Source: an optimization exercise on an open RTL-to-GDS flow (aim: small area, a short achievable clock period and few clock cycles). Production flows keep margins and buffers that such runs may drop.
Function was checked by simulation only, so behaviour that the tests miss may differ from the original.
Power is estimated from default activity; no workload was simulated.

job 8443:
// multiplier
module multiplier ( input  wire clk, start, is_signed,
                    input  wire [31:0] a, b,
                    output wire [63:0] s,
                    output reg  done
                   );
  reg  [32:0] ar;             
  wire [32:0] ar_d;
  reg  [33:0] sr, cr;         
  reg  [31:0] l;              
  reg         ci;             
  reg  [7:0] plx, ply;      
  reg  [3:0] e1, e2, en;     
  reg         corr;           
  reg  [2:0] st;
  reg         cl;             
  reg         f0;             
  reg  [31:0] hr;             
  wire fin = (st == 3'd4);
  wire sq1 = sr[0] & ~f0;
  wire cq2 = cr[0] & ~f0;
  wire sq3 = sr[1] & ~f0;
  wire cq4 = cr[1] & ~f0;
  wire sq5 = sr[2] & ~f0;
  wire cq6 = cr[2] & ~f0;
  wire sq7 = sr[3] & ~f0;
  wire cq8 = cr[3] & ~f0;
  wire sq9 = sr[4] & ~f0;
  wire cq10 = cr[4] & ~f0;
  wire sq11 = sr[5] & ~f0;
  wire cq12 = cr[5] & ~f0;
  wire sq13 = sr[6] & ~f0;
  wire cq14 = cr[6] & ~f0;
  wire sq15 = sr[7] & ~f0;
  wire cq16 = cr[7] & ~f0;
  wire sq17 = sr[8] & ~f0;
  wire cq18 = cr[8] & ~f0;
  wire sq19 = sr[9] & ~f0;
  wire cq20 = cr[9] & ~f0;
  wire sq21 = sr[10] & ~f0;
  wire cq22 = cr[10] & ~f0;
  ...
Settings: LEC_CHECK=0, CAP_MARGIN=20, CORE_MARGIN=2, CORE_UTILIZATION=50, SETUP_SLACK_MARGIN=3.5, SLEW_MARGIN=20, SYNTH_HIERARCHICAL=1; clock period 6.0 ns.
standard.sh (not shown) runs the stock make flow with config.mk's settings and CLKGATE_MAP_FILE= SYNTH_SCRIPT=/design/flow/synth_recipe.tcl, a recipe that flattens the netlist after the stock synthesis.
==> flow/flow/run.sh <==
#!/bin/bash
# The standard layout, with faster port buffers (buf_2 instead of the
# default delay-cell buffer) so register-to-port paths are not limited by them.
set -euo pipefail
bash standard.sh "BUFFER_PORTS_ARGS=-buffer_cell sky130_fd_sc_hd__buf_2" finish > standard_flow.log 2>&1
Testbench counts of job 8443, summed over its fixed seeds: cycles 9,600.
For job 9054, these inputs were changed with respect to job 8443:
==> flow/flow/run.sh <==
#!/bin/bash
# The standard layout, with faster port buffers (buf_1 instead of the
# default delay-cell buffer) so register-to-port paths are not limited by them.
set -euo pipefail
bash standard.sh "BUFFER_PORTS_ARGS=-buffer_cell sky130_fd_sc_hd__buf_1" finish > standard_flow.log 2>&1
-- flow/config.mk --
<<< job 8443, line 9
export CORE_MARGIN = 2
export CORE_UTILIZATION = 50
export SETUP_SLACK_MARGIN = 3.5
export SLEW_MARGIN = 20
export SYNTH_HIERARCHICAL = 1
>>> job 9054, line 9
export CORE_MARGIN = 2
export CORE_UTILIZATION = 50
export SETUP_SLACK_MARGIN = 3.3
export SLEW_MARGIN = 20
export SYNTH_HIERARCHICAL = 1
==> comparison <==
Looking at number of setup buffers added after CTS, job 9054 sits 41 lower than job 8443 does. [compare] base=job 8443 new=job 9054: wire length of the first global-routing pass has decreased; wire length on met2 went down 2.0%; routed wire length now smaller; combined area of the multi-input logic cells dropped 2.1%; fraction of final layout cells sized beyond drive strength 1 saw a decrease. For job 8443, the launch point of the worst path was ar[24], unlike job 9054, where it was ar[27]. Comparing job 9054 and job 8443, instance area after placement is lower on job 9054. Looking at combinational fraction of design power, job 9054 sits below job 8443. On maximum ir drop on the vdd rail, job 9054 does worse than job 8443. The final reports for job 9054 and job 8443 show number of fill cells higher in the former.
Changes in job 865 relative to job 9054:
==> flow/flow/run.sh <==
#!/bin/bash
# The standard layout, with faster port buffers (buf_2 instead of the
# default delay-cell buffer) so register-to-port paths are not limited by them.
set -euo pipefail
bash standard.sh "BUFFER_PORTS_ARGS=-buffer_cell sky130_fd_sc_hd__buf_2" finish > standard_flow.log 2>&1
Relative to job 9054, the clock-buffer cell count of job 865 is lower by 1. For share of the clock period used by the worst path, job 9054 and job 865 come out practically identical. Setup slack in job 865 is larger than in job 9054.


Another version of the RTL of multiplier (not shown whole).
Size in the first run: about 1600 cells after synthesis, ~130 I/O pins.
export LEC_CHECK = 0
export CAP_MARGIN = 20
export CORE_MARGIN = 2
export CORE_UTILIZATION = 50
export SETUP_SLACK_MARGIN = 3.3
export SLEW_MARGIN = 20
export SYNTH_HIERARCHICAL = 1
create_clock -name core_clock -period 6.0 [get_ports {clk}]
==> flow/flow/run.sh <==
#!/bin/bash
# The standard layout, with faster port buffers (buf_2 instead of the
# default delay-cell buffer) so register-to-port paths are not limited by them.
set -euo pipefail
bash standard.sh "BUFFER_PORTS_ARGS=-buffer_cell sky130_fd_sc_hd__buf_2" finish > standard_flow.log 2>&1
Testbench counts at the start, summed over its fixed seeds: cycles 9,600.
Change:
CORE_UTILIZATION = 40   (was 50)
SETUP_SLACK_MARGIN = 3.6   (was 3.3)
After rerunning: Total power increases by roughly a tenth; register-to-register slack gets better by 0.07 ns; non-clock buffer count rises by 123; setup slack gains 0.074 ns.
Change:
CORE_UTILIZATION = 50   (was 40)
SETUP_SLACK_MARGIN = 3.0   (was 3.6)
Effect: Global-route usage came out higher by 1.5 points. Synthesized cell count does not change. Core utilization came out higher by 5.9 points. Count of clock-buffer cells in the layout came out higher by 2. Die area came out lower by about a fifth.
Change:
CORE_UTILIZATION = 40   (was 50)
SETUP_SLACK_MARGIN = 3.8   (was 3.0)
What happened: Sequential share of layout area fell by 3.9 points; global-route usage fell by 0.55 points; maximum frequency rose by roughly a tenth; synthesized area does not change; routed wire length rose by a quarter to a third; setup slack is better by 0.24 ns; critical path depth does not change.


Starting RTL as in the previous note.
// multiplier
module multiplier ( input  wire clk, start, is_signed,
                    input  wire [31:0] a, b,
                    output wire [63:0] s,
                    output reg  done
                   );
export LEC_CHECK = 0
export CAP_MARGIN = 20
export CORE_MARGIN = 2
export CORE_UTILIZATION = 50
export SETUP_SLACK_MARGIN = 3.5
export SLEW_MARGIN = 20
export SYNTH_HIERARCHICAL = 1
create_clock -name core_clock -period 6.0 [get_ports {clk}]
Scripts as last shown in full above: flow/flow/run.sh
Testbench counts at the start, summed over its fixed seeds: cycles 9,600.
Change:
CORE_UTILIZATION = 60   (was 50)
SETUP_SLACK_MARGIN = 3.4   (was 3.5)
Outcome: Routed wire length goes down by 6.5%. Design area fell by about 4.6%. Utilization grows by 8.9 points. Worst hold slack hardly moves. First-iteration DRC count grows by about 20%. Synthesized cell count does not change.


Starting RTL as in the previous note.
Settings: LEC_CHECK=0, CAP_MARGIN=20, CORE_MARGIN=2, CORE_UTILIZATION=50, SETUP_SLACK_MARGIN=2.7, SLEW_MARGIN=20, SYNTH_HIERARCHICAL=1; clock period 6.0 ns.
Scripts as last shown in full above: flow/flow/run.sh
Testbench counts at the start, summed over its fixed seeds: cycles 9,600.
Then changed:
- CORE_UTILIZATION: 50 -> 40
- SETUP_SLACK_MARGIN: 2.7 -> 3.7
Worst hold slack is worse by 0.029 ns.
Final area went up by about 18%.
Critical path depth went down by 1.
Synthesized cell count stays the same.
Fmax went up by 20%.
Total power went up by about 19%.
Clock skew barely changes.

==> port drivers added, routing unchanged <==
How much do the figures lean on ideal ports? The routed layouts below were timed once more, with nothing changed but the port constraints.
Step 1, drivers: a clkbuf_16 drives clk and a buf_2 each remaining input, both assumed.
Step 2, shift: input delay + t, output delay - t, t = (earliest + latest rising clock arrival at the registers) / 2. This alone moves slack from input paths to output paths.
Three values: no drivers, after step 1, after step 2; two values: the first two.
run	shift t [ns]	setup slack, ns	worst setup path at the end	slew at the worst register clock pin (ns)
job 8443	0.516	3.382 / 3.382 / 3.133	input to register	0.08 / 0.08
job 9054	0.522	3.377 / 3.377 / 3.144	input to register	0.08 / 0.08
job 865	0.512	3.382 / 3.382 / 2.984	input to register	0.09 / 0.09
the first run of note 2	0.516	3.402 / 3.402 / 3.005	input to register	0.09 / 0.09
the second run of note 2	0.525	3.476 / 3.476 / 3.177	input to register	0.08 / 0.08
the third run of note 2	0.510	3.207 / 3.207 / 2.870	input to register	0.08 / 0.08
the fourth run of note 2	0.513	3.452 / 3.452 / 3.397	input to register	0.09 / 0.09
the first run of note 3	0.509	3.494 / 3.489 / 3.167	input to register	0.08 / 0.08
the second run of note 3	0.493	3.356 / 3.356 / 3.100	input to register	0.09 / 0.09
the first run of note 4	0.514	2.890 / 2.890 / 2.890	register to register	0.09 / 0.09
the second run of note 4	0.528	3.412 / 3.412 / 3.334	input to register	0.08 / 0.08
After both steps every run listed still meets setup and hold. For job 865, which loses most, drivers alone change the setup slack by 0.000 ns; drivers and shift together by -0.398 ns.
